Context: an optimization exercise on an open-source flow, tuned for small area, a short achievable clock period and few clock cycles per item. The choices shown serve that exercise and are no tape-out recipe.
The RTL was checked by simulation tests, not by an equivalence proof against the original design.
Power figures rest on the tool's default switching activity, not on a simulated workload.

## trial 15
## multiplier
module multiplier(
	input logic clk,
	input logic rst,
	input logic start_flag,
	input logic[15:0] a,
	input logic[15:0] b,
	output logic[31:0] result,
	output logic status
	);
For scale: about 650 cells after synthesis, ~62 flip-flops, ~0.0073 mm² of cells after synthesis.
==> flow/config.mk <==
export PLATFORM = sky130hd
export DESIGN_NAME = multiplier
export DESIGN_NICKNAME = multiplier
export VERILOG_FILES = /design/flow/design.v
export SDC_FILE = /design/flow/constraint.sdc
export NUM_CORES = 4
export LEC_CHECK = 0
export CAP_MARGIN = 20
export CORE_MARGIN = 2
export CORE_UTILIZATION = 70
export GPL_TIMING_DRIVEN = 0
export SLEW_MARGIN = 20
export SYNTH_HIERARCHICAL = 1
==> flow/constraint.sdc <==
create_clock -name core_clock -period 4.0 [get_ports {clk}]
set_input_delay 0.8000 -clock core_clock [delete_from_list [all_inputs] [get_ports {clk}]]
set_output_delay 0.8000 -clock core_clock [all_outputs]
set_load 0.01 [all_outputs]
standard.sh (not shown) runs the stock make flow with config.mk's settings and CLKGATE_MAP_FILE= SYNTH_SCRIPT=/design/flow/synth_recipe.tcl, a recipe that flattens the netlist after the stock synthesis.
==> flow/flow/run.sh <==
#!/bin/bash
set -euo pipefail
cd "$(dirname "$0")/.."
export BUFFER_PORTS_ARGS="-buffer_cell sky130_fd_sc_hd__buf_2"
bash standard.sh > make.log 2>&1
Testbench counts of trial 15, summed over its fixed seeds: cycles 1,608, items 1,600.
Input changes introduced in trial 14 (baseline for comparison: trial 15):
# trial 15
export LEC_CHECK = 0
export CAP_MARGIN = 20
export CORE_MARGIN = 2
export CORE_UTILIZATION = 70
export GPL_TIMING_DRIVEN = 0
export SLEW_MARGIN = 20
export SYNTH_HIERARCHICAL = 1
create_clock -name core_clock -period 4.0 [get_ports {clk}]
# trial 14
export LEC_CHECK = 0
export CAP_MARGIN = 20
export CORE_MARGIN = 2
export CORE_UTILIZATION = 40
export CTS_BUF_LIST = sky130_fd_sc_hd__clkbuf_2 sky130_fd_sc_hd__clkbuf_4
export GPL_TIMING_DRIVEN = 0
export SETUP_SLACK_MARGIN = 0.3
export SLEW_MARGIN = 20
export SYNTH_HIERARCHICAL = 1
create_clock -name core_clock -period 4.0 [get_ports {clk}]
==> results.txt <==
In trial 14 relative to trial 15, reported net switching power had gone up by a few percent.
Going from trial 15 to trial 14, non-clock buffer area fraction after layout rose 2.5 points, via count +24, clock power decreased about 5.5%, areal power density over the cells now sits at about the same level, area after synthesis saw little to no change.
Sort trial 15 and trial 14 by post-layout net count asc -> top: trial 15

---

multiplier, a different RTL version from the one above (not shown whole).
Size in the first run: ~58 flip-flops, about 68 I/O pins, roughly 7100 um2 of cells after synthesis.
export LEC_CHECK = 0
export CAP_MARGIN = 20
export CORE_MARGIN = 2
export CORE_UTILIZATION = 70
export GPL_ROUTABILITY_DRIVEN = 0
export GPL_TIMING_DRIVEN = 1
export SETUP_SLACK_MARGIN = 0.4
export SLEW_MARGIN = 20
export SYNTH_HIERARCHICAL = 1
create_clock -name core_clock -period 4.0 [get_ports {clk}]
Scripts as last shown in full above: flow/flow/run.sh
The baseline ran to the end with no violations.
Testbench counts at the start, summed over its fixed seeds: cycles 1,608, items 1,600.
Change:
--- a/flow/config.mk
+++ b/flow/config.mk
@@ -10,5 +10,6 @@
 export CORE_UTILIZATION = 70
-export GPL_ROUTABILITY_DRIVEN = 0
+export CTS_BUF_LIST = sky130_fd_sc_hd__clkbuf_4 sky130_fd_sc_hd__clkbuf_8
+export CTS_CLUSTER_SIZE = 30
 export GPL_TIMING_DRIVEN = 1
-export SETUP_SLACK_MARGIN = 0.4
+export SETUP_SLACK_MARGIN = 0.3
 export SLEW_MARGIN = 20
What happened: Routed wire length goes up by 1.0%; fmax falls by 2.6%; final area fell by 1.4%; sequential power decreases by 3.0%; sequential share of layout area is higher by 0.21 points; setup slack degrades by 0.095 ns; combinational power came out lower by about 2%.
Change:
--- a/flow/config.mk
+++ b/flow/config.mk
@@ -10,6 +10,4 @@
 export CORE_UTILIZATION = 70
-export CTS_BUF_LIST = sky130_fd_sc_hd__clkbuf_4 sky130_fd_sc_hd__clkbuf_8
-export CTS_CLUSTER_SIZE = 30
 export GPL_TIMING_DRIVEN = 1
-export SETUP_SLACK_MARGIN = 0.3
+export SETUP_SLACK_MARGIN = 0.2
 export SLEW_MARGIN = 20
What happened: The new run finished clean. Wire length came out higher by about 0.6%. Global-route usage is higher by 0.16 points. Sequential share of layout area barely changes. Power stays flat. Cell area drops by about 0.3%. Hold slack is worse by 0.010 ns. Utilization came out lower by 0.24 points. Die area is unchanged. Synthesized cell count is unchanged.
Change:
--- a/flow/config.mk
+++ b/flow/config.mk
@@ -11,3 +11,3 @@
 export GPL_TIMING_DRIVEN = 1
-export SETUP_SLACK_MARGIN = 0.2
+export SETUP_SLACK_MARGIN = 0.5
 export SLEW_MARGIN = 20
The changed run produced a clean layout.
Fmax rises by 8.6%.
Critical path depth rose by 1.
Worst hold slack is better by 0.0066 ns.
Area after synthesis stays the same.
Total power went up by 5.1%.
Global-route usage climbs by 0.41 points.

---

## the previous run
Starting RTL as in the previous note.
clock: 4.0 ns
lec_check: 0
cap_margin: 20
core_margin: 2
core_utilization: 70
gpl_timing_driven: 1
setup_slack_margin: 0.3
slew_margin: 20
synth_hierarchical: 1
==> flow/flow/run.sh <==
#!/bin/bash
set -euo pipefail
cd "$(dirname "$0")/.."
export BUFFER_PORTS_ARGS="-buffer_cell sky130_fd_sc_hd__buf_1"
bash standard.sh > make.log 2>&1
The previous run | stages: all done | timing, DRC, antenna: all pass
Testbench counts of the previous run, summed over its fixed seeds: cycles 1,608, items 1,600.
Edits applied to the flow inputs when going from the previous run to the current run:
--- a/flow/flow/run.sh
+++ b/flow/flow/run.sh
@@ -4 +4 @@
-export BUFFER_PORTS_ARGS="-buffer_cell sky130_fd_sc_hd__buf_1"
+export BUFFER_PORTS_ARGS="-buffer_cell sky130_fd_sc_hd__buf_2"
--- a/flow/config.mk
+++ b/flow/config.mk
@@ -12 +12,2 @@
-export SETUP_SLACK_MARGIN = 0.3
+export PLACE_DENSITY = 0.8
+export SETUP_SLACK_MARGIN = 0.4
--- outcome ---
- On maximum frequency, the previous run loses to the current run.
- In the flow results for the current run and the previous run, the largest net degree at the start of global routing is larger on the previous run.
- The previous run → the current run: part of the power in combinational logic shows an increase of 1.4 points; multi-input gate share of the layout cell area +0.90 points; part of the cycle the worst path needs lower.
- Final critical-path required period, the current run and the previous run: lower on the current run
- [the current run vs the previous run] reported sequential group power: higher in the current run
- Going from the previous run to the current run, met3 usage in global routing grows by 2.6 points.

-- afterwards: timing with drivers on the ports --
The flow's constraints put no driver on any port. The routed layouts listed below were extracted and timed again, unchanged, in two steps.
Step 1 assumes that a clkbuf_16 drives the clock port and a buf_2 every other input.
Step 2, shift: input delay + t, output delay - t, t = (earliest + latest rising clock arrival at the registers) / 2. This alone moves slack from input paths to output paths.
Slacks: ideal / step 1 / step 2; pairs: ideal / step 1.
run	shift t [ns]	setup slack, ns	worst register clock-pin slew, ns
trial 15	0.386	0.137 / 0.100 / -0.217	0.07 / 0.07
trial 14	0.486	0.283 / 0.246 / -0.110	0.12 / 0.12
the first run of note 2	0.381	0.491 / 0.456 / 0.126	0.08 / 0.08
the second run of note 2	0.388	0.397 / 0.411 / 0.023	0.08 / 0.08
the third run of note 2	0.392	0.253 / 0.267 / -0.125	0.08 / 0.08
the fourth run of note 2	0.395	0.548 / 0.521 / 0.167	0.08 / 0.08
the previous run	0.386	0.393 / 0.394 / 0.008	0.07 / 0.07
the current run	0.394	0.513 / 0.477 / 0.137	0.08 / 0.08
With both steps, setup timing fails in trial 15, trial 14 and the third run of note 2, where it was met with ideal ports. The setup slack of trial 14, which loses most, moves by -0.037 ns with the drivers and by -0.393 ns with both steps.
